Background: an optimization exercise with open tools, aiming at small area and a short achievable clock period. Do not read the settings as production practice.
The RTL was checked by simulation tests, not by an equivalence proof against the original design.
Power and IR drop assume default switching activity.

Setup of run a:
==> flow/design.v (excerpt) <==
module multiplierTree (
    input clk,
    input rst,
    input en,
    input [31:0] a,
    input [31:0] b,
    output reg [63:0] c
);
export LEC_CHECK = 0
export CAP_MARGIN = 20
export CORE_MARGIN = 2
export CORE_UTILIZATION = 60
export CTS_BUF_LIST = sky130_fd_sc_hd__clkbuf_8
export SETUP_SLACK_MARGIN = 2.6
export SLEW_MARGIN = 20
export SYNTH_HIERARCHICAL = 1
create_clock -name core_clock -period 9.0 [get_ports {clk}]
standard.sh (not shown) runs the stock make flow with config.mk's settings and CLKGATE_MAP_FILE= SYNTH_SCRIPT=/design/flow/synth_recipe.tcl, a recipe that flattens the netlist after the stock synthesis.
==> flow/flow/run.sh <==
#!/bin/bash
# Standard synthesis and layout; before placement every cell is set to its
# smallest drive (flow/downsize.tcl) so that repair sizes up only what timing needs.
set -euo pipefail
here=$(pwd)
bash standard.sh synth > synth.log 2>&1
export POST_FLOORPLAN_TCL=$here/flow/downsize.tcl
bash standard.sh finish POST_FLOORPLAN_TCL=$here/flow/downsize.tcl > layout.log 2>&1
==> flow/flow/downsize.tcl <==
# Set every standard cell to the smallest drive of its function before
# placement; repair_design and repair_timing then size up what needs it.
set db [ord::get_db]
set smallest [dict create]
foreach lib [$db getLibs] {
  foreach m [$lib getMasters] {
    set n [$m getName]
    if {![regexp {^(sky130_fd_sc_hd__[a-z0-9]+)_([0-9]+)$} $n -> base drv]} { continue }
    if {[string match "*lpflow*" $n] || [string match "*probe*" $n]} { continue }
    set a [expr {[$m getWidth] * [$m getHeight]}]
    if {![dict exists $smallest $base]} {
      dict set smallest $base [list $m $a $drv]
    } else {
      lassign [dict get $smallest $base] bm ba bd
      if {$a < $ba || ($a == $ba && $drv > $bd)} {
        dict set smallest $base [list $m $a $drv]
      }
    }
  }
}
set count 0
foreach inst [[ord::get_db_block] getInsts] {
  set m [$inst getMaster]
  set n [$m getName]
  if {![regexp {^(sky130_fd_sc_hd__[a-z0-9]+)_([0-9]+)$} $n -> base drv]} { continue }
  if {[string match "*df*" $base] || [string match "*clkbuf*" $base]} { continue }
  if {![dict exists $smallest $base]} { continue }
  set sm [lindex [dict get $smallest $base] 0]
  if {[$sm getName] ne $n} {
    $inst swapMaster $sm
    incr count
  }
}
puts "downsize: swapped $count instances"
Run a finished every step from synthesis to the final layout, and the layout passed the timing, design-rule and antenna checks.
### run a -> run b
- changing SETUP_SLACK_MARGIN from 2.6 to 2.3
Changes observed in run b relative to run a: number of non-clock inverters in the layout has remained practically unchanged, detailed route wirelength on metal3 has decreased, total power has decreased. Compared with run a, in run b fraction of power consumed by combinational cells went down, number of antenna violations at the first check in global routing now larger. Number of stages on the worst setup path was lower in run b than in run a. For the first-pass GRT wire length, run b came in 3.7% lower than run a did. Routed wire in run b totals less than in run a.


Setup of the previous run:
multiplierTree again, from the RTL that the note above started with.
Settings: LEC_CHECK=0, CAP_MARGIN=20, CORE_MARGIN=2, CORE_UTILIZATION=60, CTS_BUF_LIST=sky130_fd_sc_hd__clkbuf_8, SETUP_SLACK_MARGIN=2.3, SLEW_MARGIN=20, SYNTH_HIERARCHICAL=1; clock period 9.0 ns.
==> flow/flow/run.sh <==
#!/bin/bash
# Standard synthesis and layout, with two changes: before placement every
# cell is set to its smallest drive (flow/downsize.tcl) so that repair sizes
# up only what timing needs, and the port buffers are buf_1 cells.
set -euo pipefail
here=$(pwd)
bash standard.sh synth > synth.log 2>&1
export POST_FLOORPLAN_TCL=$here/flow/downsize.tcl
export BUFFER_PORTS_ARGS="-buffer_cell sky130_fd_sc_hd__buf_1"
bash standard.sh finish "POST_FLOORPLAN_TCL=$POST_FLOORPLAN_TCL" "BUFFER_PORTS_ARGS=$BUFFER_PORTS_ARGS" > layout.log 2>&1
Scripts as last shown in full above: flow/flow/downsize.tcl
Modified inputs, the current run compared to the previous run
- swapping 60 for 40 in CORE_UTILIZATION
- clearing CTS_BUF_LIST, which used to be sky130_fd_sc_hd__clkbuf_8
- swapping 2.3 for 2.0 in SETUP_SLACK_MARGIN
==> flow/flow/run.sh <==
#!/bin/bash
# Standard synthesis and layout; before placement every cell is set to its
# smallest drive (flow/downsize.tcl) so that repair sizes up only what timing needs.
set -euo pipefail
here=$(pwd)
bash standard.sh synth > synth.log 2>&1
export POST_FLOORPLAN_TCL=$here/flow/downsize.tcl
bash standard.sh finish POST_FLOORPLAN_TCL=$here/flow/downsize.tcl > layout.log 2>&1
Results
Summary of the current run over the previous run: count of inserted tapcells moved up; sequential power +about 2%; sequential share of layout area dropped 0.36 points; non-clock buffer count dropped 7.0%.
The current run vs the previous run, fmax went down by about 3.4%.
Relative to the previous run, worst setup slack has gone down in the current run.
The current run ends up with higher internal power of the cells than the previous run does.
Between the previous run and the current run, the total power does not differ in any meaningful way.
Comparing the previous run and the current run, the higher routed wire length is on the previous run.
Compared with the previous run, the current run shows a lower global-route usage.
Every run in the comparison, the previous run and the current run, completed the flow with a clean layout.
Going from the previous run to the current run, part of the power in the clock network grows by 1.9 points.

[what the ideal ports hide]
In the flow no input, the clock included, has a driving cell. The finished layouts below were timed again as built, in two steps.
Step 1, drivers: a clkbuf_16 drives clk and a buf_2 each remaining input, both assumed.
Step 2, shift: input delay + t, output delay - t, t = (earliest + latest rising clock arrival at the registers) / 2. This alone moves slack from input paths to output paths.
Slacks: ideal / step 1 / step 2; pairs: ideal / step 1.
run | shift t [ns] | setup slack, ns | worst setup path at the end | slew at the worst register clock pin (ns)
run a | 0.604 | 2.777 / 2.777 / 2.777 | register to register | 0.09 / 0.09
run b | 0.589 | 2.457 / 2.457 / 2.457 | register to register | 0.10 / 0.10
the previous run | 0.592 | 2.477 / 2.477 / 2.477 | register to register | 0.09 / 0.09
the current run | 0.552 | 2.250 / 2.250 / 2.250 | register to register | 0.09 / 0.09
After both steps every run listed still meets setup and hold.
